This is an optimization exercise on Yosys and OpenROAD, whose aim is small area, not a production implementation. Only simulation tests tie the RTL to the original design; equivalence was not proved. Power is estimated from default activity; no workload was simulated.

`flow/constraint.sdc`:
```
create_clock -name core_clock -period 14.0 [get_ports {clk}]
set_input_delay 2.8000 -clock core_clock [delete_from_list [all_inputs] [get_ports {clk}]]
set_output_delay 2.8000 -clock core_clock [all_outputs]
set_load 0.01 [all_outputs]
```
`flow/config.mk`:
```
export PLATFORM = sky130hd
export DESIGN_NAME = CPU
export DESIGN_NICKNAME = CPU
export VERILOG_FILES = /design/flow/design.v
export SDC_FILE = /design/flow/constraint.sdc
export NUM_CORES = 4
export LEC_CHECK = 0
export ABC_AREA = 1
export CAP_MARGIN = 20
export CORE_MARGIN = 2
export CORE_UTILIZATION = 40
export CTS_BUF_LIST = sky130_fd_sc_hd__clkbuf_8
export CTS_CLUSTER_DIAMETER = 60
export CTS_CLUSTER_SIZE = 14
export SLEW_MARGIN = 20
```
`flow/run.sh`:
```
#!/bin/bash
# synth_recipe.tcl (not shown) runs the flow's synth.tcl, then flattens the netlist and writes it again
# the make line also repeats each setting of config.mk as NAME=value (left out here)
make -C /OpenROAD-flow-scripts/flow DESIGN_CONFIG=/design/flow/config.mk WORK_HOME=/design/flow/orfs CLKGATE_MAP_FILE= SYNTH_SCRIPT=/design/flow/synth_recipe.tcl finish
```
`flow/design.v`:
```
module CPU(
    input [0:0] clk,
    input [0:0] reset,
    input [15:0] in,
    output [15:0] out,
    output [7:0] imem_addr,
    input [15:0] imem_data,
    output [7:0] dmem_addr,
    output [15:0] dmem_wdata,
    output dmem_we,
    input [15:0] dmem_rdata
);
reg [15:0] pc;       
reg [15:0] fpc;      
reg [15:0] ir;       
reg        v;        
reg        lz;       
reg [15:0] A, B;     
reg [15:3] irE;      
reg [2:0]  opE;      
reg [15:0] resM;     
reg [15:0] dM;       
reg [2:0]  rdM;
reg        rwM, mwM, msM, jalM;
reg [15:0] valW;     
reg [2:0]  rdW;
reg        rwW;
reg [15:0] rf [1:7];  
wire [2:0] opD  = ir[2:0];
wire [2:0] rs1D = ir[8:6];
wire [2:0] rs2D = ir[11:9];
wire [2:0] rdD  = ir[5:3];
wire isJalD = (opD == 3'd6);
wire isJrD  = (opD == 3'd7);
wire useRd  = (opD == 3'd3) || isJrD;
wire [2:0] rbD = useRd ? rdD : rs2D;
wire [15:0] inc = pc + 16'd2;
wire byA = !isJalD && rs1D != 3'd0 && rs1D == rdW && rwW;
wire byB = !isJrD  && rbD  != 3'd0 && rbD  == rdW && rwW;
reg [15:0] ra, rb;
integer k;
always @(*) begin
    ra = (fpc & {16{isJalD}}) | (valW & {16{byA}});
    rb = valW & {16{byB}};
    for (k = 1; k < 8; k = k + 1) begin
        ra = ra | (rf[k] & {16{rs1D == k && !isJalD && !byA}});
        rb = rb | (rf[k] & {16{rbD == k && !byB}});
    end
end
wire c1f = (rs1D != 3'd0) && rs1D == rdM && rwM;
wire c2f = (rs2D != 3'd0) && rs2D == rdM && rwM;
wire [15:0] c1 = c1f ? valW : ra;
wire [15:0] c2 = c2f ? valW : rb;
wire take = v && (opD[2] && (opD[1] || (opD[0] ? (c1 < c2) : (c1 == c2))));
wire [15:0] immB = isJalD ? {{5{ir[15]}}, ir[15:6], 1'b0}
                          : {{8{ir[15]}}, ir[15:12], ir[5:3], 1'b0};
wire [15:0] tgt;
ripple_add #(16) tgt_add (.a(fpc), .b(immB), .ci(1'b0), .s(tgt));
wire selJr  = !reset && take && isJrD;
wire selTgt = !reset && take && !isJrD;
wire selInc = !reset && !take;
always @(posedge clk) begin
    pc  <= (rb & {16{selJr}}) | (tgt & {16{selTgt}}) | (inc & {16{selInc}});
    fpc <= pc;
end
assign imem_addr = pc[8:1];
always @(posedge clk) begin
    ir <= imem_data;
    v  <= ~reset;
    lz <= ~v;
end
always @(posedge clk) begin
    A   <= ra;
    B   <= rb;
    irE <= {ir[15], ir[14] | ~v, ir[13:10], isJalD ? ~lz : ir[9], ir[8:6], ir[5:3] & {3{v}}};
    opE <= opD & {3{v}};
end
wire isR   = (opE == 3'd0);
wire isI   = (opE == 3'd1);
wire isL   = (opE == 3'd2);
wire isS   = (opE == 3'd3);
wire isBr  = (opE == 3'd4) || (opE == 3'd5);
wire isJal = (opE == 3'd6);
wire isJr  = (opE == 3'd7);
wire rwE   = isR || isI || isL || isJal;
wire msE   = !(isR || isI || isJal);    
wire [2:0] rs1E = irE[8:6];
wire [2:0] rs2E = irE[11:9];
wire [2:0] rdE  = irE[5:3];
wire [2:0] rsBE = isS ? rdE : rs2E;
wire mA = !isJal && rs1E != 3'd0 && rs1E == rdM && rwM;
wire wA = !isJal && rs1E != 3'd0 && rs1E == rdW && rwW && rs1E != rdM;
wire mAv = mA && !jalM;
wire nA = !mA && !wA;
wire [15:0] Af = (resM & {16{mAv}}) | (valW & {16{wA}}) | (A & {16{nA}});
wire mB = !isS && rsBE != 3'd0 && rsBE == rdM && rwM;
wire wB = rsBE != 3'd0 && rsBE == rdW && rwW && (isS || rsBE != rdM);
wire mBv = mB && !jalM;
wire nB = !mB && !wB;
wire [15:0] Bf = (resM & {16{mBv}}) | (valW & {16{wB}}) | (B & {16{nB}});
wire [15:0] imm = isI   ? {{11{irE[13]}}, irE[13:9]} :
                  isJal ? {14'd0, irE[9], 1'b0} :
                  isBr  ? {{8{irE[15]}}, irE[15:12], irE[5:3], 1'b0} :
                          {{9{irE[15]}}, irE[15:9]};
wire [15:0] bin = isR ? Bf : imm;
wire [3:0] func = irE[15:12];
wire sub = (isR && func == 4'd1) || isBr;
wire [15:0] sum;
ripple_add #(16) alu_add (.a(Af), .b(bin ^ {16{sub}}), .ci(sub), .s(sum));
wire shr = irE[15];
wire [15:0] shin, shout, shrev;
genvar gi;
generate
    for (gi = 0; gi < 16; gi = gi + 1) begin : rev
        assign shin[gi]  = shr ? Af[15 - gi] : Af[gi];
        assign shrev[gi] = shout[15 - gi];
    end
endgenerate
assign shout = shin << irE[12:9];
wire opSum = (isR && func[3:1] == 3'd0) || (isI && irE[15:14] == 2'd0) ||
             isL || isS || isBr || isJal;
wire opOr  = isR && func == 4'd2;
wire opAnd = isR && func == 4'd3;
wire opXor = isI && irE[15:14] == 2'd3;
wire opShl = isI && irE[15:14] == 2'd1 && !irE[13];
wire opShr = isI && irE[15:14] == 2'd2 && !irE[13];
wire logAnd = opAnd || opOr;
wire logXor = opOr || opXor;
wire [15:0] alu = (sum   & {16{opSum}}) |
                  ((Af & bin) & {16{logAnd}}) |
                  ((Af ^ bin) & {16{logXor}}) |
                  (shout & {16{opShl}}) |
                  (shrev & {16{opShr}});
always @(posedge clk) begin
    resM <= alu;
    dM   <= Bf;
    rdM  <= rdE;
    msM  <= msE;
    jalM <= isJal;
    rwM  <= ~reset & rwE;
    mwM  <= ~reset & isS;
end
wire z = (resM == 16'd0);
wire fwdM = rdM != 3'd0 && rdM == rdW && rwW;
wire [15:0] sdata = fwdM ? valW : dM;
assign dmem_addr  = resM[8:1];
assign dmem_we    = mwM;
assign dmem_wdata = sdata & {16{~z}};
assign out        = sdata & {16{z && mwM}};
wire selIn  = msM && z;
wire selMem = msM && !z;
always @(posedge clk) begin
    valW <= (in & {16{selIn}}) | (dmem_rdata & {16{selMem}}) | (resM & {16{!msM}});
    rdW  <= rdM;
    rwW  <= rwM;
end
generate
    for (gi = 1; gi < 8; gi = gi + 1) begin : regs
        always @(posedge clk) begin
            if (reset) rf[gi] <= 16'd0;
            else if (rwW && rdW == gi) rf[gi] <= valW;
        end
    end
endgenerate
endmodule
module ripple_add #(parameter W = 16) (
    input [W-1:0] a,
    input [W-1:0] b,
    input ci,
    output [W-1:0] s
);
wire [W:0] c;
assign c[0] = ci;
genvar i;
generate
    for (i = 0; i < W; i = i + 1) begin : bit_
        assign s[i] = a[i] ^ b[i] ^ c[i];
        assign c[i+1] = (a[i] & b[i]) | (c[i] & (a[i] ^ b[i]));
    end
endgenerate
endmodule
```
==> qor.yml, run 1 <==
floorplanning:
  start_util_pct: 40.8
  die-height_um: 200
  design.die.area_mm2: 0.0401
  die-width_um: 200
  core.rowCount: 71
  ioPinCount: 99
  coreArea_mm2: 0.0378
global_routing:
  gr-usage-all-layers_pct: 31.1
  grt_pass1_wl_mm: 94.5
  antenna_found_initial: 0
  grt_max_degree: 114
  grt.overflow.total: 0
  grt_pass1_vias: 14600
worst_hold_path:
  hold_path_end: "rdM[2]"
  worstHoldStart: "irE[5]"
  min_path_type: "reg -> reg"
  timing.hold.worst_path_depth: 0
placement:
  hpwl_mm: 48.0
  dpl_worst_slack_ns: 4.43
  gp_congestion: 1.01
  port-buffer-count: 98
sta:
  final_hold_viol_count: 0
  headroom_to_the_max_slew_limit_pct: 26.1
  final_setup_tns_ns: 0
  timing_max_transition_violations_final: 0
  timing.final.crit_period_ns: 9.64
  worst_hold_slack_ns: 0.343
  tightest_slew_ns: 1.10
  finalSetupViolCount: 0
  fin_ws_ns: 4.36
  max_clock_freq_ghz: 0.104
  unrepaired_setup_endpoints_after_global_routing: "false"
  fin_worst_skew_ns: 0.0411
  final.period_utilization_pct: 68.9
route:
  dr_total_vias: 15500
  drt_first_iter_violations: 1529
  postRouteAntennaNets: 0
  wl_per_cell_um: 23.9
  firstDrtPassIters: 6
  routed_wirelength_mm: 63.9
  post-route-drc-count: 0
  vias_per_cell: 5.80
setup_path:
  cp_max_fo: 21
  critical_path_arrival_ns: 10.20
  reg2regPathDepth: 35
  critical_path.slowest_cell: "sky130_fd_sc_hd__dfxtp_1"
  critical_path.startpoint_type: "flop"
  critical_path_class: "reg -> reg"
  data_required_critical_path_ns: 14.55
  setup.reg_to_reg.worst_slack_ns: 4.36
  worst_r2r_startpoint: "irE[11]"
  cpMostUsedCell: "sky130_fd_sc_hd__fa_1"
  critical_path.reg2reg.endpoint: "resM[15]"
  timing.critical_path.slowest_cell_delay_ns: 0.68
  setup.worst_path.end_class: "flop"
synthesis:
  syn_area_mm2: 0.0154
  synth_sequential_area_ratio_pct: 35.0
  post_synth_inst_count: 2136
  yosys.cell_types.count: 58
  area_fraction_of_the_dominant_cell_type_after_synthesis_pct: 35.0
  syn-num-nets: 2247
  post_synth_edffs: 0
  post-synth-top-area-cell: "sky130_fd_sc_hd__dfxtp_1"
  synth.avg_cell_area_um2: 7.21
  ys_async_sr_fraction_pct: 0
  synth.ff_latch_count: 269
  synth.yosys.warnings: 2
  synth-main-ff-cell: "sky130_fd_sc_hd__dfxtp_1"
  synthTopCellsByArea: "sky130_fd_sc_hd__dfxtp_1, sky130_fd_sc_hd__nand2_1, sky130_fd_sc_hd__nand3_1"
clocking:
  cts.reportedPaths.clkPinSlew_ns: 0.09
  clock-sinks: 269
  clk_path_buf_depth: 3
  insertion_delay_ns: 0.69
  ctsResizeCount: 0
  tritoncts_clock_tree: "done"
  post_cts_hold_buffer_count: 0
  cts_inserted_buffers: 31
  clock_tree.htree_level_count: 1
  clk_root_buffer_cell: "sky130_fd_sc_hd__clkbuf_8"
  post_cts.repair.setup_buffers: 0
final_layout:
  top_library_cells_by_usage_in_the_layout_fill_and_taps_aside: "sky130_fd_sc_hd__nand2_1, sky130_fd_sc_hd__dfxtp_1, sky130_fd_sc_hd__nand3_1, sky130_fd_sc_hd__inv_1, sky130_fd_sc_hd__o21ai_0"
  antennaDiodeCount: 0
  layout_filler_cell_count: 3890
  commonest_non_fill_non_tap_cell_in_the_layout: "sky130_fd_sc_hd__nand2_1"
  drive_above_1_share_pct: 8.73
  num-nets-final: 2257
  area_growth_from_synthesis_to_layout_pct: 11.7
pwr:
  power.static_leakage_uw: 0.00690
  power.density_mw_per_mm2: 116
  vdd.ir_drop.worst_v: 0.0000790
run:
  maxCapViolCount: 0
status:
  outcome: "complete, no violations"
per-layer routing:
metal / global-route usage [%] / routed length, µm / vias to the layer above
met5: 0 / 0 / -
li1: - / - / 7283
met4: 19.4 / 4650 / 0
met2: 50.5 / 28900 / 733
met1: 38.5 / 25600 / 7309
met3: 5.39 / 4670 / 198
logic make-up after synthesis:
group                    synth area share [%]
buffers and inverters                    9.85
AO/OA/AOI/OAI                            19.6
AND/OR/NAND/NOR                          27.8
flip-flops                               35.0
adder cells (fa/ha/maj)                  6.27
XOR/XNOR                                 1.53
cells in the mapped netlist, types with 19 or more instances:
master,count
sky130_fd_sc_hd__a21oi_1,172
sky130_fd_sc_hd__buf_4,21
sky130_fd_sc_hd__clkbuf_1,88
sky130_fd_sc_hd__dfxtp_1,269
sky130_fd_sc_hd__fa_1,27
sky130_fd_sc_hd__ha_1,34
sky130_fd_sc_hd__inv_1,195
sky130_fd_sc_hd__nand2_1,379
sky130_fd_sc_hd__nand3_1,226
sky130_fd_sc_hd__nand4_1,79
sky130_fd_sc_hd__nor2_1,139
sky130_fd_sc_hd__nor3_1,19
sky130_fd_sc_hd__o211ai_1,23
sky130_fd_sc_hd__o21ai_0,173
sky130_fd_sc_hd__o22ai_1,52
sky130_fd_sc_hd__xor2_1,20
worst max-delay path: cells and delay by family (launching register included):
kind | cells | cell delay [ns]
fa+ha+maj | 14 | 5.93
xor+xnor | 3 | 0.39
flops | 1 | 0.68
buf+inv | 5 | 0.86
compound gates | 3 | 0.49
simple gates | 10 | 1.16
worst max path at each step:
stage	cells after the start	end	start	slack [ns]
after floorplan	41	resM[15]	opE[1]	5.70
after global placement	35	resM[15]	irE[11]	4.52
after detailed placement	35	resM[15]	irE[11]	4.43
after CTS	35	resM[15]	irE[11]	4.37
after global routing	35	resM[15]	irE[11]	3.82
final	35	resM[15]	irE[11]	4.36
power breakdown:
group	leakage (µW)	internal, µW	switching, µW	total, µW
Clock	0.000353	291	333	625
Sequential	0.00220	821	93.3	914
Combinational	0.00435	148	306	454
Total	0.00690	1260	732	1990
stage by stage:
| step | utilization (%) | power, µW | cell area (µm²) | std cells |
|---|---|---|---|---|
| global route | 45.6 | 2080 | 17200 | 2677 |
| floorplan | - | 1170 | 15400 | 2136 |
| detailed placement | 43.7 | 1370 | 16500 | 2623 |
| global placement | 43.7 | 1370 | 16500 | 2623 |
| finish | 45.6 | 1990 | 17200 | 2677 |
| CTS | 45.6 | 1990 | 17200 | 2676 |
flip-flops by register name (all words and copies together) (netlist names), 3 cells and up:
signal,cells
A,16
resM,16
pc,16
rf,112
irE,13
ir,16
rdM,3
valW,16
opE,3
B,16
rdW,3
fpc,16
dM,16
layout make-up:
type	count	area, µm²	share of cell area, %
timing repair buffer	117	1120	6.53
clock buffer	34	468	2.72
clock inverter	19	228	1.32
inverter	215	807	4.69
sequential	269	5390	31.3
multi-input combinational	1512	8560	49.7
tap	511	639	3.72
==> inputs of run 2 (changes only) <==
--- a/flow/design.v
+++ b/flow/design.v
@@ -51,11 +51,14 @@
 wire c2f = (rs2D != 3'd0) && rs2D == rdM && rwM;
 wire [15:0] c1 = c1f ? valW : ra;
 wire [15:0] c2 = c2f ? valW : rb;
-wire take = v && (opD[2] && (opD[1] || (opD[0] ? (c1 < c2) : (c1 == c2))));
+wire [15:0] cdiff;
+wire cnb;
+ripple_add #(16) cmp_sub (.a(c1), .b(~c2), .ci(1'b1), .s(cdiff), .co(cnb));
+wire take = v && (opD[2] && (opD[1] || (opD[0] ? !cnb : (cdiff == 16'd0))));
 wire [15:0] immB = isJalD ? {{5{ir[15]}}, ir[15:6], 1'b0}
                           : {{8{ir[15]}}, ir[15:12], ir[5:3], 1'b0};
 wire [15:0] tgt;
-ripple_add #(16) tgt_add (.a(fpc), .b(immB), .ci(1'b0), .s(tgt));
+ripple_add #(16) tgt_add (.a(fpc), .b(immB), .ci(1'b0), .s(tgt), .co());
 wire selJr  = !reset && take && isJrD;
 wire selTgt = !reset && take && !isJrD;
 wire selInc = !reset && !take;
@@ -106,7 +109,9 @@
 wire [3:0] func = irE[15:12];
 wire sub = (isR && func == 4'd1) || isBr;
 wire [15:0] sum;
-ripple_add #(16) alu_add (.a(Af), .b(bin ^ {16{sub}}), .ci(sub), .s(sum));
+wire [15:0] gen;
+wire opLog;
+alu_add alu_add (.a(Af), .b(bin ^ {16{sub}}), .ci(sub), .kill(opLog), .s(sum), .g(gen));
 wire shr = irE[15];
 wire [15:0] shin, shout, shrev;
 genvar gi;
@@ -124,11 +129,11 @@
 wire opXor = isI && irE[15:14] == 2'd3;
 wire opShl = isI && irE[15:14] == 2'd1 && !irE[13];
 wire opShr = isI && irE[15:14] == 2'd2 && !irE[13];
-wire logAnd = opAnd || opOr;
-wire logXor = opOr || opXor;
-wire [15:0] alu = (sum   & {16{opSum}}) |
-                  ((Af & bin) & {16{logAnd}}) |
-                  ((Af ^ bin) & {16{logXor}}) |
+assign opLog = opOr || opAnd || opXor;
+wire selSum = opSum || opOr || opXor;
+wire selGen = opOr || opAnd;
+wire [15:0] alu = (sum   & {16{selSum}}) |
+                  (gen   & {16{selGen}}) |
                   (shout & {16{opShl}}) |
                   (shrev & {16{opShr}});
 always @(posedge clk) begin
@@ -167,7 +172,8 @@
     input [W-1:0] a,
     input [W-1:0] b,
     input ci,
-    output [W-1:0] s
+    output [W-1:0] s,
+    output co
 );
 wire [W:0] c;
 assign c[0] = ci;
@@ -178,4 +184,24 @@
         assign c[i+1] = (a[i] & b[i]) | (c[i] & (a[i] ^ b[i]));
     end
 endgenerate
+assign co = c[W];
 endmodule
+module alu_add (
+    input [15:0] a,
+    input [15:0] b,
+    input ci,
+    input kill,
+    output [15:0] s,
+    output [15:0] g
+);
+wire [16:0] c;
+assign c[0] = ci;
+genvar i;
+generate
+    for (i = 0; i < 16; i = i + 1) begin : bit_
+        assign s[i] = a[i] ^ b[i] ^ c[i];
+        assign g[i] = (a[i] & b[i]) | (c[i] & (a[i] ^ b[i]));
+        assign c[i+1] = g[i] & ~kill;
+    end
+endgenerate
+endmodule
--- a/flow/config.mk
+++ b/flow/config.mk
@@ -10,6 +10,6 @@
 export CORE_MARGIN = 2
 export CORE_UTILIZATION = 40
 export CTS_BUF_LIST = sky130_fd_sc_hd__clkbuf_8
-export CTS_CLUSTER_DIAMETER = 60
-export CTS_CLUSTER_SIZE = 14
+export CTS_CLUSTER_DIAMETER = 70
+export CTS_CLUSTER_SIZE = 12
 export SLEW_MARGIN = 20
==> qor.yml, run 2 <==
status:
  outcome: "complete, no violations"
pwr:
  vdd.ir_drop.worst_v: 0.0000682  # -14%
  power.density_mw_per_mm2: 112  # -2.9%
  power.static_leakage_uw: 0.00678  # -1.7%
route:
  postRouteAntennaNets: 0  # unchanged
  route.met2.wl_mm: 27.9  # -3.5%
  dr_total_vias: 15200  # -1.8%
  firstDrtPassIters: 6  # unchanged
  post-route-drc-count: 0  # unchanged
  routed-wl-met3_mm: 5.56  # +19%
  maxUsedRoutingLayer: "met5"
  wl_per_cell_um: 24.5  # +2.9%
  route.layer.met1.wl_mm: 27.9  # +8.9%
  drt_first_iter_violations: 1619  # +5.9%
  routed_wirelength_mm: 63.6  # -0.43%
  vias_per_cell: 5.89  # +1.5%
setup_path:
  timing.critical_path.buf_inv: 6  # +1
  critPathTopFamily: "adder cells"
  reg2regPathDepth: 42  # +20%
  timing.critical_path.slowest_cell_delay_ns: 0.53  # -0.15 ns
  critical_path.slowest_cell: "sky130_fd_sc_hd__inv_1"
  setup.worst_path.end_class: "flop"
  critical_path.startpoint_type: "flop"
  critical_path_cell_count: 42  # +20%
  critical_path_arrival_ns: 12.69  # +2.49 ns
  data_required_critical_path_ns: 14.59  # +0.04 ns
  cp_max_fo: 15  # -29%
  cpMostUsedCell: "sky130_fd_sc_hd__fa_1"
  critical_path_class: "reg -> reg"
worst_hold_path:
  timing.hold.worst_path_depth: 0  # unchanged
  min_path_type: "reg -> reg"
final_layout:
  area_growth_from_synthesis_to_layout_pct: 11.9
  largest_reg_flops: 112  # unchanged
  largest-register: "rf"
  drive_above_1_share_pct: 6.69  # -2.0 points
  layout.cell_area.non_filler_mm2: 0.0166  # -3.7%
  num-nets-final: 2208  # -2.2%
  commonest_non_fill_non_tap_cell_in_the_layout: "sky130_fd_sc_hd__nand2_1"
  top_library_cells_by_usage_in_the_layout_fill_and_taps_aside: "sky130_fd_sc_hd__nand2_1, sky130_fd_sc_hd__dfxtp_1, sky130_fd_sc_hd__nand3_1, sky130_fd_sc_hd__a21oi_1, sky130_fd_sc_hd__o21ai_0"
  layout_filler_cell_count: 3746  # -3.7%
  final_cell_count_no_fill: 2590  # -3.2%
synthesis:
  syn_area_mm2: 0.0148  # -3.8%
  syn-num-nets: 2178  # -3.1%
  yosys.cell_types.count: 50  # -14%
  synth.yosys.warnings: 2  # unchanged
  synth_most_common_cell: "sky130_fd_sc_hd__nand2_1"
  post-synth-top-area-cell: "sky130_fd_sc_hd__dfxtp_1"
  post_synth_inst_count: 2082  # -2.5%
  area_fraction_of_the_dominant_cell_type_after_synthesis_pct: 36.4  # +1.4 points
  synth.avg_cell_area_um2: 7.11  # -1.3%
  synth_sequential_area_ratio_pct: 36.4  # +1.4 points
  post_synth_edffs: 0  # unchanged
  synthTopCellsByArea: "sky130_fd_sc_hd__dfxtp_1, sky130_fd_sc_hd__nand2_1, sky130_fd_sc_hd__nand3_1"
  synth-main-ff-cell: "sky130_fd_sc_hd__dfxtp_1"
  synth.ff_latch_count: 269  # unchanged
  ys_async_sr_fraction_pct: 0  # unchanged
  post_synth_most_frequent_cells: "sky130_fd_sc_hd__nand2_1, sky130_fd_sc_hd__dfxtp_1, sky130_fd_sc_hd__nand3_1, sky130_fd_sc_hd__a21oi_1, sky130_fd_sc_hd__o21ai_0"
clocking:
  ctsResizeCount: 0  # unchanged
  clock-sinks: 269  # unchanged
  clk_path_buf_depth: 3  # unchanged
  cts_inserted_buffers: 29  # -6.5%
  clock_tree.htree_level_count: 1  # unchanged
  cts.reportedPaths.clkPinSlew_ns: 0.08  # about the same
  clk_root_buffer_cell: "sky130_fd_sc_hd__clkbuf_8"
  post_cts.repair.setup_buffers: 0  # unchanged
  post_cts_hold_buffer_count: 0  # unchanged
  tritoncts_clock_tree: "done"
  insertion_delay_ns: 0.64  # -0.05 ns
floorplanning:
  ioPinCount: 99  # unchanged
  core.rowCount: 70  # -1.4%
  design.die.area_mm2: 0.0386  # -3.8%
  start_util_pct: 40.5  # -0.24 points
  die-height_um: 196  # -1.9%
  die-width_um: 196  # -1.9%
  coreArea_mm2: 0.0365  # -3.3%
sta:
  final_setup_tns_ns: 0  # unchanged
  worst_hold_slack_ns: 0.355  # +0.0122 ns
  max_clock_freq_ghz: 0.0827  # -20%
  finalSetupViolCount: 0  # unchanged
  timing.final.crit_period_ns: 12.09  # +2.45 ns
  fin_ws_ns: 1.91  # -2.45 ns
  final.period_utilization_pct: 86.4  # +17 points
  tightest_slew_ns: 1.07  # -0.0330 ns
  headroom_to_the_max_slew_limit_pct: 28.6  # +2.5 points
  unrepaired_setup_endpoints_after_global_routing: "false"
  fin_worst_skew_ns: 0.0180  # -0.0231 ns
  timing_max_transition_violations_final: 0  # unchanged
  final_hold_viol_count: 0  # unchanged
global_routing:
  grt_pass1_vias: 14600  # -0.10%
  gr-usage-all-layers_pct: 33.1  # +1.9 points
  antenna_found_initial: 1  # +1
  grt_pass1_wl_mm: 95.3  # +0.82%
  grt.overflow.total: 0  # unchanged
  grt_max_degree: 117  # +2.6%
run:
  maxCapViolCount: 0  # unchanged
placement:
  gp_congestion: 1.05  # +4.4%
  dpl_cell_area_mm2: 0.0160  # -2.8%
  hpwl_mm: 49.0  # +2.0%
  dp.cells: 2549  # -2.8%
  port-buffer-count: 98  # unchanged
  dpl_worst_slack_ns: 2.01  # -2.42 ns
-- run 2: cell count changes after synthesis, sizes merged, moves of 6 or more --
cell	change
buf	-6
ha	-30
o22ai	-31
clkinv	+14
inv	-33
o21ai	-8
nand2	+40
nand4	+19
nor3	-10
o211ai	-7
fa	+15
nand3	-33
-- run 2: cell type report --
type                       count  area, µm²  share of cell area [%]
timing repair buffer         131       1230                    7.42
multi-input combinational   1485       8120                    49.0
sequential                   269       5390                    32.5
inverter                     196        736                    4.44
clock inverter                10       97.6                   0.589
antenna                        1       2.50                  0.0151
clock buffer                  30        413                    2.49
tap                          468        586                    3.53
-- run 2: path summary, 6_finish.rpt --
path | start | to | slack (ns)
max | ir[0] | pc[11] | 1.91
min | irE[4] | rdM[1] | 0.35
max reg2reg | ir[0] | pc[11] | 1.91
min reg2reg | irE[4] | rdM[1] | 0.35
-- run 2: routing by layer --
metal | up-vias | track usage [%]
met5 | - | 0
met4 | 2 | 10.5
met3 | 138 | 6.86
met2 | 740 | 52.0
met1 | 7273 | 45.5
li1 | 7094 | -
-- run 2: kinds of logic (layout without fill, tap and decap cells) --
kind of cell,count (synthesis),count (layout),share of synthesized area (%)
AO/OA/AOI/OAI,486,486,18.5
XOR/XNOR,27,27,1.60
adder cells (fa/ha/maj),46,46,6.02
buffers and inverters,328,367,9.13
flip-flops,269,269,36.4
other,0,1,0
AND/OR/NAND/NOR,926,926,28.4
-- run 2: where the power goes --
part           switching (µW)  total, µW  internal [µW]
Sequential               90.7        909            818
Combinational             296        443            147
Clock                     292        511            218
Total                     679       1860           1180
-- run 2: through the flow --
step	power (µW)	utilization, %
after floorplan	1150	-
after global placement	1360	43.9
after detailed placement	1360	43.9
after CTS	1860	45.3
after global routing	1950	45.4
final	1860	45.4
==> inputs of run 3 (changes only) <==
--- a/flow/config.mk
+++ b/flow/config.mk
@@ -9,7 +9,8 @@
 export CAP_MARGIN = 20
 export CORE_MARGIN = 2
 export CORE_UTILIZATION = 40
-export CTS_BUF_LIST = sky130_fd_sc_hd__clkbuf_8
+export CTS_BUF_LIST = sky130_fd_sc_hd__clkbuf_4
 export CTS_CLUSTER_DIAMETER = 70
-export CTS_CLUSTER_SIZE = 12
+export CTS_CLUSTER_SIZE = 8
+export GPL_TIMING_DRIVEN = 0
 export SLEW_MARGIN = 20
==> qor.yml, run 3 <==
route:
  dr_total_vias: 15900  # +4.4%
  drt_first_iter_violations: 1790  # +11%
  vias_per_cell: 5.90  # +0.28%
  firstDrtPassIters: 6  # unchanged
  routed_wirelength_mm: 68.5  # +7.7%
  postRouteAntennaNets: 0  # unchanged
  wl_per_cell_um: 25.4  # +3.5%
  post-route-drc-count: 0  # unchanged
synthesis:
  post_synth_most_frequent_cells: "sky130_fd_sc_hd__nand2_1, sky130_fd_sc_hd__dfxtp_1, sky130_fd_sc_hd__nand3_1, sky130_fd_sc_hd__a21oi_1, sky130_fd_sc_hd__o21ai_0"
  yosys.cell_types.count: 50  # unchanged
  synth.ff_latch_count: 269  # unchanged
  synthTopCellsByArea: "sky130_fd_sc_hd__dfxtp_1, sky130_fd_sc_hd__nand2_1, sky130_fd_sc_hd__nand3_1"
  ys_async_sr_fraction_pct: 0  # unchanged
  synthMuxAreaShare_pct: 0  # unchanged
  synth_compound_gate_area_share_pct: 18.5  # unchanged
  synth_most_common_cell: "sky130_fd_sc_hd__nand2_1"
  synth_sequential_area_ratio_pct: 36.4  # unchanged
  syn_area_mm2: 0.0148  # unchanged
  combinational_family_with_the_most_area_after_synthesis: "simple AND/OR/NAND/NOR gates"
  synth.avg_cell_area_um2: 7.11  # unchanged
  area_fraction_of_the_dominant_cell_type_after_synthesis_pct: 36.4  # unchanged
  synth-main-ff-cell: "sky130_fd_sc_hd__dfxtp_1"
  yosys.area_share.adder_pct: 6.02  # unchanged
  synth.yosys.warnings: 2  # unchanged
  post_synth_inst_count: 2082  # unchanged
  post_synth_edffs: 0  # unchanged
  synth-simple-area-share_pct: 28.4  # unchanged
  synth_xor_xnor_area_share_pct: 1.60  # unchanged
  syn-num-nets: 2178  # unchanged
  post-synth-top-area-cell: "sky130_fd_sc_hd__dfxtp_1"
global_routing:
  gr-usage-all-layers_pct: 35.3  # +2.2 points
  antenna_found_initial: 2  # +1
  grt.overflow.total: 0  # unchanged
  grt_max_degree: 12  # -90%
  grt_pass1_wl_mm: 99.2  # +4.1%
  grt_pass1_vias: 15000  # +2.6%
clocking:
  clock_tree.htree_level_count: 2  # +1
  post_cts_hold_buffer_count: 0  # unchanged
  clk_path_buf_depth: 3  # unchanged
  insertion_delay_ns: 0.82  # +0.18 ns
  cts_inserted_buffers: 40  # +38%
  clock-sinks: 269  # unchanged
  cts.reportedPaths.clkPinSlew_ns: 0.09  # about the same
  clk_root_buffer_cell: "sky130_fd_sc_hd__clkbuf_4"
  ctsResizeCount: 0  # unchanged
  post_cts.repair.setup_buffers: 0  # unchanged
  tritoncts_clock_tree: "done"
sta:
  timing_max_transition_violations_final: 0  # unchanged
  fin_ws_ns: 0.994  # -0.913 ns
  finalSetupViolCount: 0  # unchanged
  headroom_to_the_max_slew_limit_pct: 20.2  # -8.5 points
  unrepaired_setup_endpoints_after_global_routing: "false"
  final.period_utilization_pct: 92.9  # +6.5 points
  timing.final.crit_period_ns: 13.01  # +0.913 ns
  tightest_slew_ns: 1.19  # +0.115 ns
  final_setup_tns_ns: 0  # unchanged
  final_hold_viol_count: 0  # unchanged
  worst_hold_slack_ns: 0.356  # +0.00133 ns
  max_clock_freq_ghz: 0.0769  # -7.0%
  fin_worst_skew_ns: 0.0663  # +0.0483 ns
run:
  maxCapViolCount: 0  # unchanged
pwr:
  power.static_leakage_uw: 0.00687  # +1.2%
  power.density_mw_per_mm2: 109  # -2.6%
  power.clock.fraction_pct: 25.1  # -2.3 points
  power_frac_seq_pct: 48.8  # about the same
  power.switching_uw: 696  # +2.5%
  power.share.combinational_pct: 26.1  # +2.3 points
  p_int_uw: 1140  # -3.8%
  power_switching_share_pct: 37.9  # +1.5 points
  vdd.ir_drop.worst_v: 0.0000588  # -14%
floorplanning:
  design.die.area_mm2: 0.0386  # unchanged
  die-width_um: 196  # unchanged
  core.rowCount: 70  # unchanged
  die-height_um: 196  # unchanged
  start_util_pct: 40.5  # unchanged
  coreArea_mm2: 0.0365  # unchanged
  ioPinCount: 99  # unchanged
final_layout:
  largest_reg_flops: 112  # unchanged
  util_after_layout_pct: 45.9  # +0.52 points
  largest-register: "rf"
  top_library_cells_by_usage_in_the_layout_fill_and_taps_aside: "sky130_fd_sc_hd__nand2_1, sky130_fd_sc_hd__dfxtp_1, sky130_fd_sc_hd__nand3_1, sky130_fd_sc_hd__a21oi_1, sky130_fd_sc_hd__o21ai_0"
  num-nets-final: 2318  # +5.0%
  drive_above_1_share_pct: 6.60  # -0.094 points
  commonest_non_fill_non_tap_cell_in_the_layout: "sky130_fd_sc_hd__nand2_1"
  area_growth_from_synthesis_to_layout_pct: 13.2
  layout_filler_cell_count: 3815  # +1.8%
setup_path:
  timing.critical_path.slowest_cell_delay_ns: 0.72  # +0.19 ns
  setup.worst_path.end_class: "flop"
  critical_path.slowest_cell: "sky130_fd_sc_hd__nor4_1"
  critical_path.startpoint_type: "flop"
  cpMostUsedCell: "sky130_fd_sc_hd__fa_1"
  critical_path_class: "reg -> reg"
  data_required_critical_path_ns: 14.74  # +0.15 ns
  critical_path_arrival_ns: 13.74  # +1.05 ns
  cp_max_fo: 10  # -5
worst_hold_path:
  min_path_type: "reg -> reg"
placement:
  hpwl_mm: 55.6  # +14%
  port-buffer-count: 98  # unchanged
  dpl_worst_slack_ns: 1.31  # -0.706 ns
  gp_congestion: 0.957  # -9.2%
status:
  outcome: "complete, no violations"
run 3: cell counts after synthesis:
Identical to the previous run, type by type.
run 3: cell type report:
| class | count | area (µm²) | share of cell area [%] |
|---|---|---|---|
| Buffer | 132 | 617 | 3.68 |
| Clock buffer | 42 | 315 | 1.88 |
| Timing Repair Buffer | 98 | 981 | 5.85 |
| Multi-Input combinational cell | 1485 | 8080 | 48.2 |
| Clock inverter | 5 | 55.1 | 0.329 |
| Sequential cell | 269 | 5390 | 32.1 |
| Antenna cell | 2 | 5.00 | 0.0299 |
| Inverter | 196 | 736 | 4.39 |
| Tap cell | 468 | 586 | 3.49 |
run 3: critical path: cells and delay by family, from the launching register on:
family,cells,cell delay [ns]
fa+ha+maj,15,6.91
simple gates,12,3.04
buf+inv,7,1.85
compound gates,4,0.71
flops,1,0.39
run 3: logic make-up after synthesis:
| group | Yosys count |
|---|---|
| flip-flops | 269 |
| buffers and inverters | 328 |
| adder cells (fa/ha/maj) | 46 |
| XOR/XNOR | 27 |
| AO/OA/AOI/OAI | 486 |
| AND/OR/NAND/NOR | 926 |
run 3: power groups by stage:
stage	logic, µW	registers [µW]	clock network, µW
after global placement	462	912	0
after floorplan	286	867	0
after CTS	468	893	464
after detailed placement	465	911	0
after global routing	519	897	497
final	479	895	460
run 3: through the flow:
step | cell area, µm² | power, µW | std cells
floorplan | 14800 | 1150 | 2082
global placement | 16400 | 1370 | 2648
global route | 16800 | 1910 | 2696
finish | 16800 | 1830 | 2697
detailed placement | 16400 | 1380 | 2648
CTS | 16700 | 1830 | 2695
run 3: path summary, 6_finish.rpt:
path	startpoint	end	slack, ns	cells after the start
min	ir[6]	irE[6]	0.36	0
max reg2reg	ir[1]	pc[6]	0.99	38
min reg2reg	ir[6]	irE[6]	0.36	0
max	ir[1]	pc[6]	0.99	38
run 3: routing by layer:
layer  vias to the layer above  routed length, µm  global-route usage (%)
li1                       7345                  -                       -
met1                      7652              30300                    50.0
met2                       788              29300                    53.4
met3                       137               6590                    7.02
met4                         0               2360                    12.1
met5                         -                  0                       0
==> inputs of run 4 (changes only) <==
--- a/flow/config.mk
+++ b/flow/config.mk
@@ -8,9 +8,8 @@
 export ABC_AREA = 1
 export CAP_MARGIN = 20
 export CORE_MARGIN = 2
-export CORE_UTILIZATION = 40
+export CORE_UTILIZATION = 50
 export CTS_BUF_LIST = sky130_fd_sc_hd__clkbuf_4
 export CTS_CLUSTER_DIAMETER = 70
 export CTS_CLUSTER_SIZE = 8
-export GPL_TIMING_DRIVEN = 0
 export SLEW_MARGIN = 20
==> qor.yml, run 4 <==
synthesis:
  synth.yosys.warnings: 2  # unchanged
  post_synth_most_frequent_cells: "sky130_fd_sc_hd__nand2_1, sky130_fd_sc_hd__dfxtp_1, sky130_fd_sc_hd__nand3_1, sky130_fd_sc_hd__a21oi_1, sky130_fd_sc_hd__o21ai_0"
  yosys.cell_types.count: 50  # unchanged
  synth_sequential_area_ratio_pct: 36.4  # unchanged
  syn-num-nets: 2178  # unchanged
  syn_area_mm2: 0.0148  # unchanged
  synth.avg_cell_area_um2: 7.11  # unchanged
  ys_async_sr_fraction_pct: 0  # unchanged
  synthTopCellsByArea: "sky130_fd_sc_hd__dfxtp_1, sky130_fd_sc_hd__nand2_1, sky130_fd_sc_hd__nand3_1"
  post-synth-top-area-cell: "sky130_fd_sc_hd__dfxtp_1"
  area_fraction_of_the_dominant_cell_type_after_synthesis_pct: 36.4  # unchanged
  synth.ff_latch_count: 269  # unchanged
  synth-main-ff-cell: "sky130_fd_sc_hd__dfxtp_1"
  synth_most_common_cell: "sky130_fd_sc_hd__nand2_1"
  post_synth_inst_count: 2082  # unchanged
  post_synth_edffs: 0  # unchanged
status:
  outcome: "complete, no violations"
clocking:
  insertion_delay_ns: 0.71  # -0.11 ns
  cts.reportedPaths.clkPinSlew_ns: 0.11  # +0.02 ns
  clk_path_buf_depth: 3  # unchanged
  ctsResizeCount: 0  # unchanged
  post_cts_hold_buffer_count: 0  # unchanged
  clock-sinks: 269  # unchanged
  clk_root_buffer_cell: "sky130_fd_sc_hd__clkbuf_4"
  tritoncts_clock_tree: "done"
  clock_tree.htree_level_count: 2  # unchanged
  post_cts.repair.setup_buffers: 0  # unchanged
  cts_inserted_buffers: 40  # unchanged
sta:
  final_setup_tns_ns: 0  # unchanged
  timing_max_transition_violations_final: 0  # unchanged
  final_hold_viol_count: 0  # unchanged
  tightest_slew_ns: 1.04  # -0.148 ns
  fin_worst_skew_ns: 0.0730  # +0.00672 ns
  timing.final.crit_period_ns: 12.26  # -0.743 ns
  fin_ws_ns: 1.74  # +0.743 ns
  unrepaired_setup_endpoints_after_global_routing: "false"
  final.period_utilization_pct: 87.6  # -5.3 points
  max_clock_freq_ghz: 0.0815  # +6.1%
  headroom_to_the_max_slew_limit_pct: 30.9  # +11 points
  finalSetupViolCount: 0  # unchanged
placement:
  hpwl_mm: 45.2  # -19%
  gp_congestion: 1.06  # +11%
  port-buffer-count: 98  # unchanged
  dpl_worst_slack_ns: 1.96  # +0.649 ns
  dp.cells: 2465  # -6.9%
pwr:
  power.share.combinational_pct: 24.8  # -1.3 points
  vdd.ir_drop.worst_v: 0.0000809  # +38%
  power.switching_uw: 667  # -4.1%
  power.density_mw_per_mm2: 110  # +0.64%
  power.static_leakage_uw: 0.00670  # -2.4%
  power_uw: 1790  # -2.2%
  power_frac_seq_pct: 50.6  # +1.8 points
  power.clock.fraction_pct: 24.6  # -0.5 points
  p_int_uw: 1130  # -1.1%
  power_switching_share_pct: 37.2  # -0.74 points
final_layout:
  top_library_cells_by_usage_in_the_layout_fill_and_taps_aside: "sky130_fd_sc_hd__nand2_1, sky130_fd_sc_hd__dfxtp_1, sky130_fd_sc_hd__nand3_1, sky130_fd_sc_hd__a21oi_1, sky130_fd_sc_hd__o21ai_0"
  drive_above_1_share_pct: 6.69  # +0.091 points
  area_growth_from_synthesis_to_layout_pct: 9.93
  largest_reg_flops: 112  # unchanged
  commonest_non_fill_non_tap_cell_in_the_layout: "sky130_fd_sc_hd__nand2_1"
  largest-register: "rf"
  area_used_by_multi_input_combinational_logic_mm2: 0.00811  # +0.43%
  util_after_layout_pct: 55.4  # +9.5 points
  num-nets-final: 2213  # -4.5%
  final_cell_count_no_fill: 2514  # -6.8%
  layout_filler_cell_count: 2901  # -24%
  seq_area_mm2: 0.00539  # unchanged
global_routing:
  grt_max_degree: 117  # +105
  grt.overflow.total: 0  # unchanged
  grt_pass1_wl_mm: 91.4  # -7.9%
  antenna_found_initial: 2  # unchanged
  gr-usage-all-layers_pct: 39.1  # +3.8 points
  grt_pass1_vias: 14700  # -2.1%
setup_path:
  data_required_critical_path_ns: 14.63  # -0.11 ns
  critical_path.startpoint_type: "flop"
  setup.worst_path.end_class: "flop"
  critical_path.slowest_cell: "sky130_fd_sc_hd__dfxtp_1"
  cp_max_fo: 19  # +9
  critical_path_class: "reg -> reg"
  timing.critical_path.slowest_cell_delay_ns: 0.68  # -0.04 ns
  critical_path_arrival_ns: 12.89  # -0.85 ns
floorplanning:
  die-height_um: 176  # -10%
  core.rowCount: 63  # -10%
  design.die.area_mm2: 0.0310  # -20%
  die-width_um: 176  # -10%
  start_util_pct: 50.4  # +9.8 points
  ioPinCount: 99  # unchanged
  coreArea_mm2: 0.0294  # -19%
route:
  postRouteAntennaNets: 0  # unchanged
  wl_per_cell_um: 24.3  # -4.3%
  post-route-drc-count: 0  # unchanged
  dr_total_vias: 15800  # -0.89%
  drt_first_iter_violations: 2619  # +46%
  routed_wirelength_mm: 61.1  # -11%
  firstDrtPassIters: 8  # +2
  vias_per_cell: 6.28  # +6.3%
run:
  maxCapViolCount: 0  # unchanged
worst_hold_path:
  min_path_type: "reg -> reg"
run 4: changes by cell type in the layout (fill, tap and decap cells not counted), moves of 2 or more:
cell / delta
sky130_fd_sc_hd__nor3_1: -2
sky130_fd_sc_hd__buf_4: +3
sky130_fd_sc_hd__clkbuf_1: -86
sky130_fd_sc_hd__buf_2: -16
sky130_fd_sc_hd__buf_1: -5
sky130_fd_sc_hd__nor2_2: +6
sky130_fd_sc_hd__nor2_1: -6
run 4: per-stage QoR:
stage	instance area, µm²	hold slack [ns]
final	16300	0.348
after global routing	16300	0.344
after CTS	16300	0.367
after detailed placement	15900	0.345
after global placement	15900	0.339
after floorplan	14800	0.326
run 4: per-layer routing:
metal | vias to the layer above | share of wire (%) | global-route usage (%)
li1 | 7124 | - | -
met1 | 7414 | 42 | 55.8
met2 | 1089 | 42 | 57.5
met3 | 153 | 12 | 9.71
met4 | 0 | 3.6 | 13.7
met5 | - | 0 | 0
run 4: area by class of cell:
type	count	share of cell area, %
flip-flops and latches	269	33.1
repair buffers	125	7.27
clock buffers	43	1.98
multi-input cells	1485	49.8
inverters	196	4.52
clock inverters	4	0.284
diodes	2	0.0307
well taps	390	3.00
run 4: power by group through the flow:
stage                     clock [µW]  sequential (µW)  combinational, µW
after global placement             0              921                424
after detailed placement           0              919                429
after global routing             476              908                482
after CTS                        442              902                431
after floorplan                    0              867                286
final                            441              908                445
run 4: cell families (layout without fill, tap and decap cells):
family	Yosys count	in the layout	share of synthesized area (%)
xor+xnor	27	27	1.60
buf+inv	328	368	9.13
compound gates	486	486	18.5
fa+ha+maj	46	46	6.02
other cells	0	2	0
flops	269	269	36.4
simple gates	926	926	28.4
run 4: path summary, 6_finish.rpt:
path | start | end | slack, ns | cells after the start
worst max-delay path | irE[9] | resM[15] | 1.74 | 61
worst min-delay path | rdM[1] | rdW[1] | 0.35 | 0
worst max register to register | irE[9] | resM[15] | 1.74 | 61
worst min register to register | rdM[1] | rdW[1] | 0.35 | 0
run 4: worst max-delay path: cells and delay by family, from the launching register on:
kind,cells,cell delay [ns]
compound gates,3,0.63
xor+xnor,1,0.18
flops,1,0.68
buf+inv,18,1.88
simple gates,24,2.00
fa+ha+maj,15,6.86
==> inputs of run 5 (changes only) <==
--- a/flow/config.mk
+++ b/flow/config.mk
@@ -8,8 +8,9 @@
 export ABC_AREA = 1
 export CAP_MARGIN = 20
 export CORE_MARGIN = 2
-export CORE_UTILIZATION = 50
+export CORE_UTILIZATION = 40
 export CTS_BUF_LIST = sky130_fd_sc_hd__clkbuf_4
 export CTS_CLUSTER_DIAMETER = 70
 export CTS_CLUSTER_SIZE = 8
+export PLACE_DENSITY = 0.92
 export SLEW_MARGIN = 20
==> qor.yml, run 5 <==
status:
  outcome: "complete, no violations"
pwr:
  power.switching_uw: 673  # +0.89%
  power.static_leakage_uw: 0.00672  # +0.25%
  power_switching_share_pct: 37.9  # +0.69 points
  power.density_mw_per_mm2: 108  # -1.6%
  vdd.ir_drop.worst_v: 0.0000677  # -16%
  power.clock.fraction_pct: 24.1  # -0.5 points
  power_frac_seq_pct: 50.9  # +0.3 points
  p_int_uw: 1100  # -2.0%
  power.share.combinational_pct: 25.0  # +0.2 points
floorplanning:
  die-width_um: 196  # +12%
  design.die.area_mm2: 0.0386  # +24%
  start_util_pct: 40.5  # -9.8 points
  ioPinCount: 99  # unchanged
  core.rowCount: 70  # +11%
  die-height_um: 196  # +12%
  coreArea_mm2: 0.0365  # +24%
global_routing:
  use_met3_pct: 7.99  # -1.7 points
  grt.overflow.total: 0  # unchanged
  antenna_found_initial: 2  # unchanged
  grt_max_degree: 117  # unchanged
  grt_pass1_vias: 14700  # +0.54%
  grt_pass1_wl_mm: 90.3  # -1.2%
  busiest_layer: "met2"
  gr-usage-all-layers_pct: 31.0  # -8.2 points
  grt_util_met2_pct: 45.6  # -12 points
  met1_usage_pct: 42.4  # -13 points
worst_hold_path:
  hold_path_end: "rdM[1]"
  min_path_type: "reg -> reg"
  worstHoldStart: "irE[4]"
  timing.hold.worst_path_depth: 0  # unchanged
placement:
  port-buffer-count: 98  # unchanged
  dpl_worst_slack_ns: 2.03  # +0.0681 ns
  gp_congestion: 1.00  # -5.4%
  hpwl_mm: 44.3  # -2.1%
sta:
  worst_hold_slack_ns: 0.344  # -0.00405 ns
  finalSetupViolCount: 0  # unchanged
  fin_worst_skew_ns: 0.122  # +0.0485 ns
  timing_max_transition_violations_final: 0  # unchanged
  final_hold_viol_count: 0  # unchanged
  final_setup_tns_ns: 0  # unchanged
  max_clock_freq_ghz: 0.0819  # +0.41%
  fin_ws_ns: 1.79  # +0.0495 ns
  unrepaired_setup_endpoints_after_global_routing: "false"
  headroom_to_the_max_slew_limit_pct: 29.8  # -1.1 points
  final.period_utilization_pct: 87.2  # -0.35 points
  tightest_slew_ns: 1.05  # +0.0158 ns
  timing.final.crit_period_ns: 12.21  # -0.0495 ns
synthesis:
  area_fraction_of_the_dominant_cell_type_after_synthesis_pct: 36.4  # unchanged
  synthTopCellsByArea: "sky130_fd_sc_hd__dfxtp_1, sky130_fd_sc_hd__nand2_1, sky130_fd_sc_hd__nand3_1"
  post_synth_inst_count: 2082  # unchanged
  syn-num-nets: 2178  # unchanged
  post_synth_edffs: 0  # unchanged
  ys_async_sr_fraction_pct: 0  # unchanged
  post-synth-top-area-cell: "sky130_fd_sc_hd__dfxtp_1"
  synth_most_common_cell: "sky130_fd_sc_hd__nand2_1"
  post_synth_most_frequent_cells: "sky130_fd_sc_hd__nand2_1, sky130_fd_sc_hd__dfxtp_1, sky130_fd_sc_hd__nand3_1, sky130_fd_sc_hd__a21oi_1, sky130_fd_sc_hd__o21ai_0"
  synth.yosys.warnings: 2  # unchanged
  synth.ff_latch_count: 269  # unchanged
  synth_sequential_area_ratio_pct: 36.4  # unchanged
  synth.avg_cell_area_um2: 7.11  # unchanged
  syn_area_mm2: 0.0148  # unchanged
  synth-main-ff-cell: "sky130_fd_sc_hd__dfxtp_1"
  yosys.cell_types.count: 50  # unchanged
route:
  post-route-drc-count: 0  # unchanged
  vias_per_cell: 6.08  # -3.1%
  firstDrtPassIters: 7  # -1
  wl_per_cell_um: 23.3  # -4.0%
  postRouteAntennaNets: 0  # unchanged
  routed_wirelength_mm: 60.6  # -0.86%
  drt_first_iter_violations: 2173  # -17%
  dr_total_vias: 15800  # +0.13%
clocking:
  post_cts.repair.setup_buffers: 0  # unchanged
  clock-sinks: 269  # unchanged
  tritoncts_clock_tree: "done"
  clock_tree.htree_level_count: 2  # unchanged
  clk_root_buffer_cell: "sky130_fd_sc_hd__clkbuf_4"
  cts_inserted_buffers: 40  # unchanged
  post_cts_hold_buffer_count: 0  # unchanged
  ctsResizeCount: 0  # unchanged
  cts.reportedPaths.clkPinSlew_ns: 0.10  # about the same
  insertion_delay_ns: 0.80  # +0.09 ns
  clk_path_buf_depth: 3  # unchanged
setup_path:
  worst_r2r_startpoint: "ir[0]"
  critical_path_class: "reg -> reg"
  critical_path.reg2reg.endpoint: "pc[12]"
  setup.worst_path.end_class: "flop"
  cp_max_fo: 15  # -4
  setup.reg_to_reg.worst_slack_ns: 1.79  # +0.05 ns
  cpMostUsedCell: "sky130_fd_sc_hd__fa_1"
  timing.critical_path.buf_inv: 7  # -11
  startpoint: "ir[0]"
  timing.critical_path.slowest_cell_delay_ns: 0.50  # -0.18 ns
  reg2regPathDepth: 43  # -30%
  critical_path_arrival_ns: 12.96  # +0.07 ns
  critical_path.startpoint_type: "flop"
  critPathTopFamily: "adder cells"
  data_required_critical_path_ns: 14.75  # +0.12 ns
  critical_path.slowest_cell: "sky130_fd_sc_hd__fa_1"
final_layout:
  top_library_cells_by_usage_in_the_layout_fill_and_taps_aside: "sky130_fd_sc_hd__nand2_1, sky130_fd_sc_hd__dfxtp_1, sky130_fd_sc_hd__nand3_1, sky130_fd_sc_hd__a21oi_1, sky130_fd_sc_hd__o21ai_0"
  drive_above_1_share_pct: 6.82  # +0.13 points
  area_growth_from_synthesis_to_layout_pct: 10.7
  commonest_non_fill_non_tap_cell_in_the_layout: "sky130_fd_sc_hd__nand2_1"
  layout_filler_cell_count: 3623  # +25%
  num-nets-final: 2220  # +0.32%
  largest_reg_flops: 112  # unchanged
  largest-register: "rf"
run:
  maxCapViolCount: 0  # unchanged
==> run 5: per-stage QoR <==
stage	cells	total power, µW	area [µm²]	util (%)
3_3_place_gp	2550	1340	16000	43.9
4_1_cts	2595	1760	16400	44.9
6_report	2597	1780	16400	44.9
3_5_place_dp	2550	1350	16000	43.9
5_1_grt	2596	1840	16400	44.9
2_1_floorplan	2082	1150	14800	-
==> run 5: worst reg2reg max path, delay by kind of cell, from the launching register on <==
family	cells	cell delay, ns
AO/OA/AOI/OAI	5	0.68
adder cells (fa/ha/maj)	15	6.67
buffers and inverters	7	1.53
flip-flops	1	0.38
AND/OR/NAND/NOR	16	2.95
==> run 5: how the worst max path moves through the flow <==
stage	endpoint	slack, ns	cells after the start
floorplan	resM[15]	3.77	63
detailed placement	pc[12]	2.03	44
finish	pc[12]	1.79	43
CTS	pc[12]	2.02	44
global route	resM[15]	1.12	61
global placement	resM[15]	2.20	61
==> run 5: per-layer routing <==
| metal | wire, µm | vias to the layer above |
|---|---|---|
| li1 | - | 7138 |
| met1 | 24800 | 7356 |
| met2 | 25300 | 1088 |
| met3 | 7580 | 217 |
| met4 | 2890 | 2 |
| met5 | 13 | - |
==> run 5: power groups by stage <==
stage	Sequential, µW	Clock, µW	Combinational (µW)
after floorplan	867	0	286
after global placement	918	0	425
after detailed placement	916	0	432
after CTS	899	430	434
after global routing	905	457	483
final	904	428	445
==> run 5: final cells by class <==
type / instances / area [µm²] / area share, %
Clock buffer: 40 / 300 / 1.83
Inverter: 196 / 736 / 4.49
Tap cell: 468 / 586 / 3.57
Clock inverter: 5 / 37.5 / 0.229
Antenna cell: 2 / 5.00 / 0.0305
Sequential cell: 269 / 5390 / 32.8
Timing Repair Buffer: 132 / 1240 / 7.54
Multi-Input combinational cell: 1485 / 8110 / 49.5
==> run 5: kinds of logic after synthesis <==
logic type,share of synthesized area [%]
and+or+nand+nor,28.4
AOI/OAI and AO/OA,18.5
buffers and inverters,9.13
DFF,36.4
adders and majority gates,6.02
xor gates and xnor gates,1.60
==> inputs of run 6 (changes only) <==
--- a/flow/config.mk
+++ b/flow/config.mk
@@ -12,5 +12,4 @@
 export CTS_BUF_LIST = sky130_fd_sc_hd__clkbuf_4
 export CTS_CLUSTER_DIAMETER = 70
 export CTS_CLUSTER_SIZE = 8
-export PLACE_DENSITY = 0.92
 export SLEW_MARGIN = 20
==> qor.yml, run 6 <==
synthesis:
  synthTopCellsByArea: "sky130_fd_sc_hd__dfxtp_1, sky130_fd_sc_hd__nand2_1, sky130_fd_sc_hd__nand3_1"
  syn_area_mm2: 0.0148  # unchanged
  synth-main-ff-cell: "sky130_fd_sc_hd__dfxtp_1"
  post_synth_most_frequent_cells: "sky130_fd_sc_hd__nand2_1, sky130_fd_sc_hd__dfxtp_1, sky130_fd_sc_hd__nand3_1, sky130_fd_sc_hd__a21oi_1, sky130_fd_sc_hd__o21ai_0"
  synth.avg_cell_area_um2: 7.11  # unchanged
  post-synth-top-area-cell: "sky130_fd_sc_hd__dfxtp_1"
  synth_sequential_area_ratio_pct: 36.4  # unchanged
  area_fraction_of_the_dominant_cell_type_after_synthesis_pct: 36.4  # unchanged
  synth_most_common_cell: "sky130_fd_sc_hd__nand2_1"
  synth.yosys.warnings: 2  # unchanged
  post_synth_edffs: 0  # unchanged
  ys_async_sr_fraction_pct: 0  # unchanged
  yosys.cell_types.count: 50  # unchanged
  syn-num-nets: 2178  # unchanged
  post_synth_inst_count: 2082  # unchanged
  synth.ff_latch_count: 269  # unchanged
sta:
  final_hold_viol_count: 0  # unchanged
  timing_max_transition_violations_final: 0  # unchanged
  timing.final.crit_period_ns: 12.12  # -0.0946 ns
  final_setup_tns_ns: 0  # unchanged
  finalSetupViolCount: 0  # unchanged
  fin_worst_skew_ns: 0.0589  # -0.0626 ns
  unrepaired_setup_endpoints_after_global_routing: "false"
  tightest_slew_ns: 1.05  # -0.00128 ns
  max_clock_freq_ghz: 0.0825  # +0.78%
  final.period_utilization_pct: 86.6  # -0.68 points
  headroom_to_the_max_slew_limit_pct: 29.9  # +0.085 points
floorplanning:
  core.rowCount: 70  # unchanged
  die-width_um: 196  # unchanged
  coreArea_mm2: 0.0365  # unchanged
  ioPinCount: 99  # unchanged
  start_util_pct: 40.5  # unchanged
  die-height_um: 196  # unchanged
  design.die.area_mm2: 0.0386  # unchanged
route:
  firstDrtPassIters: 6  # -1
  post-route-drc-count: 0  # unchanged
  dr_total_vias: 15400  # -2.5%
  routed_wirelength_mm: 64.1  # +5.8%
  vias_per_cell: 5.92  # -2.7%
  drt_first_iter_violations: 1661  # -24%
  postRouteAntennaNets: 0  # unchanged
  wl_per_cell_um: 24.6  # +5.6%
global_routing:
  grt_max_degree: 117  # unchanged
  gr-usage-all-layers_pct: 33.5  # +2.6 points
  grt_pass1_vias: 14800  # +0.35%
  grt.overflow.total: 0  # unchanged
  grt_pass1_wl_mm: 96.2  # +6.6%
  antenna_found_initial: 4  # +2
final_layout:
  commonest_non_fill_non_tap_cell_in_the_layout: "sky130_fd_sc_hd__nand2_1"
  largest-register: "rf"
  largest_reg_flops: 112  # unchanged
  area_growth_from_synthesis_to_layout_pct: 11.2
  top_library_cells_by_usage_in_the_layout_fill_and_taps_aside: "sky130_fd_sc_hd__nand2_1, sky130_fd_sc_hd__dfxtp_1, sky130_fd_sc_hd__nand3_1, sky130_fd_sc_hd__a21oi_1, sky130_fd_sc_hd__o21ai_0"
  drive_above_1_share_pct: 7.04  # +0.22 points
  layout.cell_area.non_filler_mm2: 0.0165  # +0.46%
  num-nets-final: 2220  # unchanged
clocking:
  clk_root_buffer_cell: "sky130_fd_sc_hd__clkbuf_4"
  post_cts_hold_buffer_count: 0  # unchanged
  clk_path_buf_depth: 3  # unchanged
  clock_tree.htree_level_count: 2  # unchanged
  insertion_delay_ns: 0.80  # about the same
  cts.reportedPaths.clkPinSlew_ns: 0.09  # about the same
  cts_inserted_buffers: 41  # +2.5%
  post_cts.repair.setup_buffers: 0  # unchanged
  tritoncts_clock_tree: "done"
  ctsResizeCount: 0  # unchanged
  clock-sinks: 269  # unchanged
placement:
  gp_congestion: 1.05  # +5.3%
  port-buffer-count: 98  # unchanged
  dpl_cell_area_mm2: 0.0160  # about the same
  hpwl_mm: 49.0  # +11%
setup_path:
  cpMostUsedCell: "sky130_fd_sc_hd__fa_1"
  cp_max_fo: 15  # unchanged
  data_required_critical_path_ns: 14.71  # -0.04 ns
  critical_path_arrival_ns: 12.83  # -0.13 ns
  setup.worst_path.end_class: "flop"
  timing.critical_path.slowest_cell_delay_ns: 0.52  # +0.02 ns
  critical_path.startpoint_type: "flop"
  critical_path_class: "reg -> reg"
  critical_path.slowest_cell: "sky130_fd_sc_hd__inv_1"
pwr:
  power.static_leakage_uw: 0.00674  # +0.38%
  vdd.ir_drop.worst_v: 0.0000706  # +4.3%
  power.density_mw_per_mm2: 111  # +2.3%
status:
  outcome: "complete, no violations"
worst_hold_path:
  min_path_type: "reg -> reg"
run:
  maxCapViolCount: 0  # unchanged
==> run 6: cell counts after synthesis <==
No cell type changed its count.
==> run 6: path summary, 6_finish.rpt <==
check	start	endpoint	slack (ns)	cells after the start
max	ir[0]	pc[11]	1.88	42
min	irE[4]	rdM[1]	0.36	0
max reg2reg	ir[0]	pc[11]	1.88	42
min reg2reg	irE[4]	rdM[1]	0.36	0
==> run 6: layout make-up <==
cell class              instances  area, µm²
inverters                     196        736
clock inverters                 9       93.8
repair buffers                131       1230
well taps                     468        586
multi-input cells            1485       8120
diodes                          3       7.51
flip-flops and latches        269       5390
fillers                      3760      20100
clock buffers                  42        315
==> run 6: where the power goes <==
group / internal, µW / total (µW) / switching, µW
Sequential: 818 / 909 / 91.4
Clock: 178 / 473 / 295
Combinational: 148 / 443 / 296
==> run 6: cells by family after synthesis <==
kind of cell / synth area share, %
and+or+nand+nor: 28.4
AOI/OAI and AO/OA: 18.5
buffers and inverters: 9.13
DFF: 36.4
adders and majority gates: 6.02
xor gates and xnor gates: 1.60
==> run 6: layer usage <==
metal | vias to the layer above | share of wire (%) | track usage [%]
met2 | 715 | 44 | 52.1
met3 | 147 | 8.4 | 6.83
met1 | 7404 | 44 | 45.9
met5 | - | 0.039 | 0
met4 | 4 | 3.7 | 12.8
li1 | 7136 | - | -
==> run 6: worst max-delay path, delay by kind of cell (launching register included) <==
kind                     cells  cell delay [ns]
AO/OA/AOI/OAI                6             0.89
AND/OR/NAND/NOR             15             2.65
flip-flops                   1             0.39
buffers and inverters        6             1.53
adder cells (fa/ha/maj)     15             6.57
==> run 6: through the flow <==
stage	cells	hold slack (ns)	util, %	setup WS [ns]	power [µW]
final	2603	0.355	45.1	1.88	1830
after global routing	2602	0.368	45.1	1.12	1910
after CTS	2600	0.356	45.0	1.98	1820
after detailed placement	2549	0.338	43.9	2.01	1360
after global placement	2549	0.339	43.9	2.36	1360
after floorplan	2082	0.326	-	3.77	1150
==> inputs of run 7 (changes only) <==
--- a/flow/config.mk
+++ b/flow/config.mk
@@ -12,4 +12,5 @@
 export CTS_BUF_LIST = sky130_fd_sc_hd__clkbuf_4
 export CTS_CLUSTER_DIAMETER = 70
 export CTS_CLUSTER_SIZE = 8
+export PLACE_DENSITY = 0.75
 export SLEW_MARGIN = 20
==> qor.yml, run 7 <==
floorplanning:
  die-height_um: 196  # unchanged
  coreArea_mm2: 0.0365  # unchanged
  start_util_pct: 40.5  # unchanged
  die-width_um: 196  # unchanged
  design.die.area_mm2: 0.0386  # unchanged
  core.rowCount: 70  # unchanged
  ioPinCount: 99  # unchanged
synthesis:
  synth_most_common_cell: "sky130_fd_sc_hd__nand2_1"
  synth-main-ff-cell: "sky130_fd_sc_hd__dfxtp_1"
  synth_sequential_area_ratio_pct: 36.4  # unchanged
  area_fraction_of_the_dominant_cell_type_after_synthesis_pct: 36.4  # unchanged
  syn-num-nets: 2178  # unchanged
  synth.avg_cell_area_um2: 7.11  # unchanged
  synth.yosys.warnings: 2  # unchanged
  synth.ff_latch_count: 269  # unchanged
  post-synth-top-area-cell: "sky130_fd_sc_hd__dfxtp_1"
  synthTopCellsByArea: "sky130_fd_sc_hd__dfxtp_1, sky130_fd_sc_hd__nand2_1, sky130_fd_sc_hd__nand3_1"
  post_synth_inst_count: 2082  # unchanged
  ys_async_sr_fraction_pct: 0  # unchanged
  post_synth_edffs: 0  # unchanged
  post_synth_most_frequent_cells: "sky130_fd_sc_hd__nand2_1, sky130_fd_sc_hd__dfxtp_1, sky130_fd_sc_hd__nand3_1, sky130_fd_sc_hd__a21oi_1, sky130_fd_sc_hd__o21ai_0"
  yosys.cell_types.count: 50  # unchanged
  syn_area_mm2: 0.0148  # unchanged
final_layout:
  top_library_cells_by_usage_in_the_layout_fill_and_taps_aside: "sky130_fd_sc_hd__nand2_1, sky130_fd_sc_hd__dfxtp_1, sky130_fd_sc_hd__nand3_1, sky130_fd_sc_hd__a21oi_1, sky130_fd_sc_hd__o21ai_0"
  drive_above_1_share_pct: 6.69  # -0.35 points
  util_after_layout_pct: 44.9  # -0.16 points
  num-nets-final: 2213  # -0.32%
  largest-register: "rf"
  area_growth_from_synthesis_to_layout_pct: 10.8
  commonest_non_fill_non_tap_cell_in_the_layout: "sky130_fd_sc_hd__nand2_1"
  largest_reg_flops: 112  # unchanged
route:
  drt_first_iter_violations: 1593  # -4.1%
  postRouteAntennaNets: 0  # unchanged
  dr_total_vias: 15400  # +0.065%
  wl_per_cell_um: 23.7  # -3.9%
  post-route-drc-count: 0  # unchanged
  vias_per_cell: 5.94  # +0.41%
  routed_wirelength_mm: 61.4  # -4.2%
  firstDrtPassIters: 6  # unchanged
sta:
  timing.final.crit_period_ns: 12.27  # +0.147 ns
  worst_hold_slack_ns: 0.357  # +0.00192 ns
  tightest_slew_ns: 1.00  # -0.0479 ns
  fin_worst_skew_ns: 0.0902  # +0.0313 ns
  final.period_utilization_pct: 87.6  # +1.1 points
  max_clock_freq_ghz: 0.0815  # -1.2%
  unrepaired_setup_endpoints_after_global_routing: "false"
  final_setup_tns_ns: 0  # unchanged
  final_hold_viol_count: 0  # unchanged
  finalSetupViolCount: 0  # unchanged
  timing_max_transition_violations_final: 0  # unchanged
  headroom_to_the_max_slew_limit_pct: 32.6  # +2.7 points
pwr:
  vdd.ir_drop.worst_v: 0.0000699  # -0.97%
  power.density_mw_per_mm2: 111  # -0.18%
  power.static_leakage_uw: 0.00671  # -0.43%
clocking:
  clk_path_buf_depth: 3  # unchanged
  cts_inserted_buffers: 40  # -2.4%
  ctsResizeCount: 0  # unchanged
  clk_root_buffer_cell: "sky130_fd_sc_hd__clkbuf_4"
  insertion_delay_ns: 0.80  # about the same
  clock-sinks: 269  # unchanged
  post_cts_hold_buffer_count: 0  # unchanged
  clock_tree.htree_level_count: 2  # unchanged
  cts.reportedPaths.clkPinSlew_ns: 0.09  # about the same
  tritoncts_clock_tree: "done"
  post_cts.repair.setup_buffers: 0  # unchanged
global_routing:
  met1_usage_pct: 40.0  # -6.0 points
  grt.overflow.total: 0  # unchanged
  grt_max_degree: 116  # -0.85%
  grt_pass1_vias: 15000  # +1.1%
  busiest_layer: "met2"
  grt_util_met2_pct: 51.7  # -0.34 points
  grt_pass1_wl_mm: 92.7  # -3.7%
  use_met3_pct: 5.68  # -1.1 points
  gr-usage-all-layers_pct: 31.9  # -1.7 points
  antenna_found_initial: 2  # -2
setup_path:
  timing.critical_path.slowest_cell_delay_ns: 0.74  # +0.22 ns
  critical_path_arrival_ns: 12.93  # +0.10 ns
  critical_path.startpoint_type: "flop"
  critical_path_class: "reg -> reg"
  worst_r2r_startpoint: "irE[9]"
  setup.worst_path.end_class: "flop"
  cp_max_fo: 19  # +4
  startpoint: "irE[9]"
  data_required_critical_path_ns: 14.66  # -0.05 ns
  critical_path.slowest_cell: "sky130_fd_sc_hd__dfxtp_1"
run:
  maxCapViolCount: 0  # unchanged
placement:
  hpwl_mm: 46.2  # -5.7%
  port-buffer-count: 98  # unchanged
  gp_congestion: 1.04  # -1.2%
worst_hold_path:
  min_path_type: "reg -> reg"
  worstHoldStart: "pc[0]"
status:
  outcome: "complete, no violations"
[run 7: cell counts after synthesis]
Identical to the previous run, type by type.
[run 7: kinds of logic after synthesis]
logic type                 count (synthesis)  synth area share (%)
xor gates and xnor gates                  27                  1.60
AOI/OAI and AO/OA                        486                  18.5
and+or+nand+nor                          926                  28.4
buffers and inverters                    328                  9.13
adders and majority gates                 46                  6.02
DFF                                      269                  36.4
[run 7: where the power goes]
| group | total, µW | internal [µW] | leakage (µW) | switching (µW) |
|---|---|---|---|---|
| clock | 465 | 182 | 0.000236 | 283 |
| combinational | 438 | 147 | 0.00428 | 291 |
| sequential | 913 | 818 | 0.00220 | 95.0 |
[run 7: through the flow]
stage	cell area [µm²]	std cells	worst slack, ns	total power [µW]
floorplan	14800	2082	3.77	1150
global placement	16000	2543	2.16	1350
detailed placement	16000	2543	1.90	1350
CTS	16400	2591	1.84	1810
global route	16400	2593	0.944	1890
finish	16400	2594	1.73	1820
[run 7: final timing paths]
| check | endpoint | slack [ns] | cells past startpoint |
|---|---|---|---|
| max | resM[15] | 1.73 | 61 |
| min | fpc[0] | 0.36 | 0 |
| max reg2reg | resM[15] | 1.73 | 61 |
| min reg2reg | fpc[0] | 0.36 | 0 |
[run 7: area by class of cell]
class	instances	area, µm²
Fill cell	3748	20100
Multi-Input combinational cell	1485	8120
Sequential cell	269	5390
Timing Repair Buffer	125	1180
Inverter	196	736
Tap cell	468	586
Clock buffer	44	330
Clock inverter	4	68.8
Antenna cell	3	7.51
[run 7: critical path, delay by kind of cell, from the launching register on]
kind	cells	cell delay (ns)
xor+xnor	1	0.17
fa+ha+maj	15	6.79
flops	1	0.74
compound gates	3	0.59
buf+inv	18	1.94
simple gates	24	1.97
[run 7: per-layer routing]
layer,part of all wire [%],up-vias
li1,-,7122
met5,0,-
met4,6.4,0
met2,46,783
met3,8.2,210
met1,40,7301
